What follows belongs to an exercise in optimizing a design on an open flow for small area; a production flow would make more cautious choices. In this exercise RTL edits were held to simulation tests only and were not proved equivalent to the original. Power is estimated from default activity; no workload was simulated.

== run 1 ==
==> flow/design.v <==
`timescale 1ns / 1ps
module stopwatch(
    input           clk,
    input   [1:0]   sw,      
    input           btnS,    
    input           btnR,    
    output  [7:0]   seg,     
    output  [3:0]   an       
    );
    wire rst = btnR;
    wire adj = sw[0];
    wire sel = sw[1];
    reg [7:0] c1;
    reg [6:0] c2;
    reg [1:0] c3;
    wire [16:0] inc = {c3, c2, c1} + 17'd1;
    wire t400 = &c1;
    wire t4   = t400 & (&c2);
    always @(posedge clk) begin
        if (rst) begin
            c1 <= 8'd5;
            c2 <= 7'd28;
            c3 <= 2'd0;
        end
        else begin
            c1 <= inc[7:0] | {5'b0, t400, t400, 1'b0};
            c2 <= inc[14:8] | {2'b0, t4, t4, t4, 2'b0};
            c3 <= inc[16:15];
        end
    end
    reg [2:0] hist;
    reg pause;
    always @(posedge clk) begin
        if (t400)
            hist[2] <= hist[1];
        if (rst) begin
            hist[1:0] <= 2'b00;
            pause <= 1'b0;
        end
        else if (t400) begin
            hist[1:0] <= {hist[0], btnS};
            if (hist == 3'b110)
                pause <= ~pause;
        end
    end
    reg [3:0] so, mo;
    reg [2:0] st, mt;
    reg ps, pm, bs, bm;
    reg mtp, bmp;    
    wire so9 = so == 4'd9;
    wire mo9 = mo == 4'd9;
    wire [3:0] so_n = ps ? (so9 ? 4'd0 : so + 4'd1) : so;
    wire [2:0] st_n = (ps & so9) ? ((st == 3'd5) ? 3'd0 : st + 3'd1) : st;
    wire [3:0] mo_n = pm ? (mo9 ? 4'd0 : mo + 4'd1) : mo;
    wire hz1 = &c3;
    wire hz2 = c3[0];
    wire sec_en = adj ? (sel & hz2) : (~pause & hz1);
    wire min_en = adj ? (~sel & hz2) : (sec_en & so_n == 4'd9 & st_n == 3'd5);
    wire noshow = ~c3[0];
    always @(posedge clk) begin
        if (rst) begin
            so <= 4'd0; st <= 3'd0; mo <= 4'd0;
            ps <= 1'b0; pm <= 1'b0;
            bs <= 1'b1; bmp <= 1'b1;
        end
        else if (t4) begin
            so <= so_n; st <= st_n; mo <= mo_n;
            ps <= sec_en;
            pm <= min_en;
            bs <= adj & sel & noshow;
            bmp <= adj & ~sel & noshow;
        end
    end
    always @(posedge clk) begin
        if (rst) begin
            mt <= 3'd0;
            mtp <= 1'b0;
            bm <= 1'b1;
        end
        else if (t400) begin
            if (mtp)
                mt <= (mt == 3'd5) ? 3'd0 : mt + 3'd1;
            mtp <= t4 & pm & mo9;
            bm <= bmp;
        end
    end
    reg started;
    always @(posedge clk) begin
        if (rst)
            started <= 1'b0;
        else if (t400)
            started <= 1'b1;
    end
    wire [1:0] pos = c2[1:0] - 2'd1;
    wire [3:0] code = (pos == 2'd0) ? (bs ? 4'hf : so) :
                      (pos == 2'd1) ? (bs ? 4'hf : {1'b0, st}) :
                      (pos == 2'd2) ? (bm ? 4'hf : mo) :
                                      (bm ? 4'hf : {1'b0, mt});
    assign an[0] = ~(started & pos == 2'd0);
    assign an[1] = ~(started & pos == 2'd1);
    assign an[2] = ~(started & pos == 2'd2);
    assign an[3] = ~(started & pos == 2'd3);
    wire [6:0] seg_l =          
        (code == 4'h0) ? ~7'b0111111 :
        (code == 4'h1) ? ~7'b0000110 :
        (code == 4'h2) ? ~7'b1011011 :
        (code == 4'h3) ? ~7'b1001111 :
        (code == 4'h4) ? ~7'b1100110 :
        (code == 4'h5) ? ~7'b1101101 :
        (code == 4'h6) ? ~7'b1111101 :
        (code == 4'h7) ? ~7'b0000111 :
        (code == 4'h8) ? ~7'b1111111 :
        (code == 4'h9) ? ~7'b1101111 :
                         ~7'b0000000;
    assign seg = {1'b1, seg_l};
endmodule
export LEC_CHECK = 0
export CAP_MARGIN = 20
export CORE_MARGIN = 2
export CORE_UTILIZATION = 40
export SLEW_MARGIN = 20
create_clock -name core_clock -period 10.0 [get_ports {clk}]
standard.sh (not shown) runs the stock make flow with config.mk's settings and CLKGATE_MAP_FILE= SYNTH_SCRIPT=/design/flow/synth_recipe.tcl, a recipe that flattens the netlist after the stock synthesis.
==> flow/flow/run.sh <==
#!/bin/bash
# Layout flow: the standard ORFS flow (standard.sh) with three changes.
#  1. Synthesis is the standard one, but ABC maps the logic with the
#     area-oriented script flow/abc_area.script (registers are mapped before
#     ABC runs, so they are the standard synthesis's, with the same names).
#  2. Port buffers are buf_1 (buffer_ports -buffer_cell).
#  3. CTS inserts no dummy loads and uses the buffers given in flow/cts_args.
# Each step's output goes to a log file of its own in this folder.
set -euo pipefail
W=$(pwd)
rm -rf "$W/scripts_area"
cp -r "$FLOW_HOME/scripts" "$W/scripts_area"
cp "$W/flow/abc_area.script" "$W/scripts_area/abc_area.script"
SCRIPTS_DIR="$W/scripts_area" ABC_AREA=1 bash standard.sh synth > "$W/synth.log" 2>&1
export BUFFER_PORTS_ARGS="-buffer_cell sky130_fd_sc_hd__buf_1"
export CTS_ARGS="$(cat "$W/flow/cts_args")"
bash standard.sh > "$W/layout.log" 2>&1
==> flow/flow/abc_area.script <==
strash
dc2
dch -f
amap
strash
dc2
dch -f
amap
topo
==> flow/flow/cts_args <==
-sink_clustering_enable -repair_clock_nets -dont_use_dummy_load -buf_list sky130_fd_sc_hd__clkbuf_8 -sink_clustering_size 50 -sink_clustering_max_diameter 200
Run 1 | status: complete | timing, DRC, antenna: pass
## Diff of input files: run 2 against run 1
==> flow/flow/cts_args <==
-sink_clustering_enable -repair_clock_nets -dont_use_dummy_load -buf_list sky130_fd_sc_hd__clkbuf_8
Findings:
Switching power: run 2 vs run 1 identical. Final design utilization came out exactly the same in run 2 and run 1. Re number of enable-type register cells in the synthesized netlist: no difference whatsoever between run 1 and run 2. Reported for run 2 and run 1, synthesized cell count turned out identical to the last digit. Per the comparison of run 2 with run 1, via count now sits at about the same level; worst-skew pair later-pin latency now sits at about the same level; maximum frequency now sits at about the same level. [compare] base=run 1 new=run 2: met1 usage saw little to no change; post-placement setup slack barely changed.
The inputs of run 3 differ from those of run 2 as listed below.
==> flow/flow/cts_args <==
-sink_clustering_enable -repair_clock_nets -dont_use_dummy_load -buf_list {sky130_fd_sc_hd__clkbuf_2 sky130_fd_sc_hd__clkbuf_4 sky130_fd_sc_hd__clkbuf_8}
Per the comparison of run 3 with run 2, unique cell type count in the Yosys netlist saw little to no change; internal power consumption about even. Reported for run 2 and run 3, area growth from synthesis to final layout turned out identical to the last digit. Comparing run 2 against run 3, there is no change at all in final setup slack of the worst path. Run 3 against run 2: global-route total usage across every layer ~0 delta, amount of wire on met3 after detailed routing about even.

separate check: timing with driven ports:
No port has a modelled driver above. Below, the same layouts with a new extraction and two added sets of constraints.
Step 1 sets driving cells, clkbuf_16 on the clock port and buf_2 on the other inputs (assumed; they add their load-dependent delay and slew).
Step 2, shift: input delay + t, output delay - t, t = (earliest + latest rising clock arrival at the registers) / 2. This alone moves slack from input paths to output paths.
Slacks: ideal / step 1 / step 2; pairs: ideal / step 1.
run | shift t [ns] | setup WS [ns] | worst hold slack (ns) | worst setup path at the end | cell pins on the clock port's net
run 1 | 0.315 | 5.336 / 5.309 / 5.623 | 0.406 / 0.406 / 0.406 | register to output | 1
run 2 | 0.315 | 5.336 / 5.309 / 5.623 | 0.406 / 0.406 / 0.406 | register to output | 1
run 3 | 0.315 | 5.336 / 5.309 / 5.623 | 0.406 / 0.406 / 0.406 | register to output | 1
After both steps every run listed still meets setup and hold.
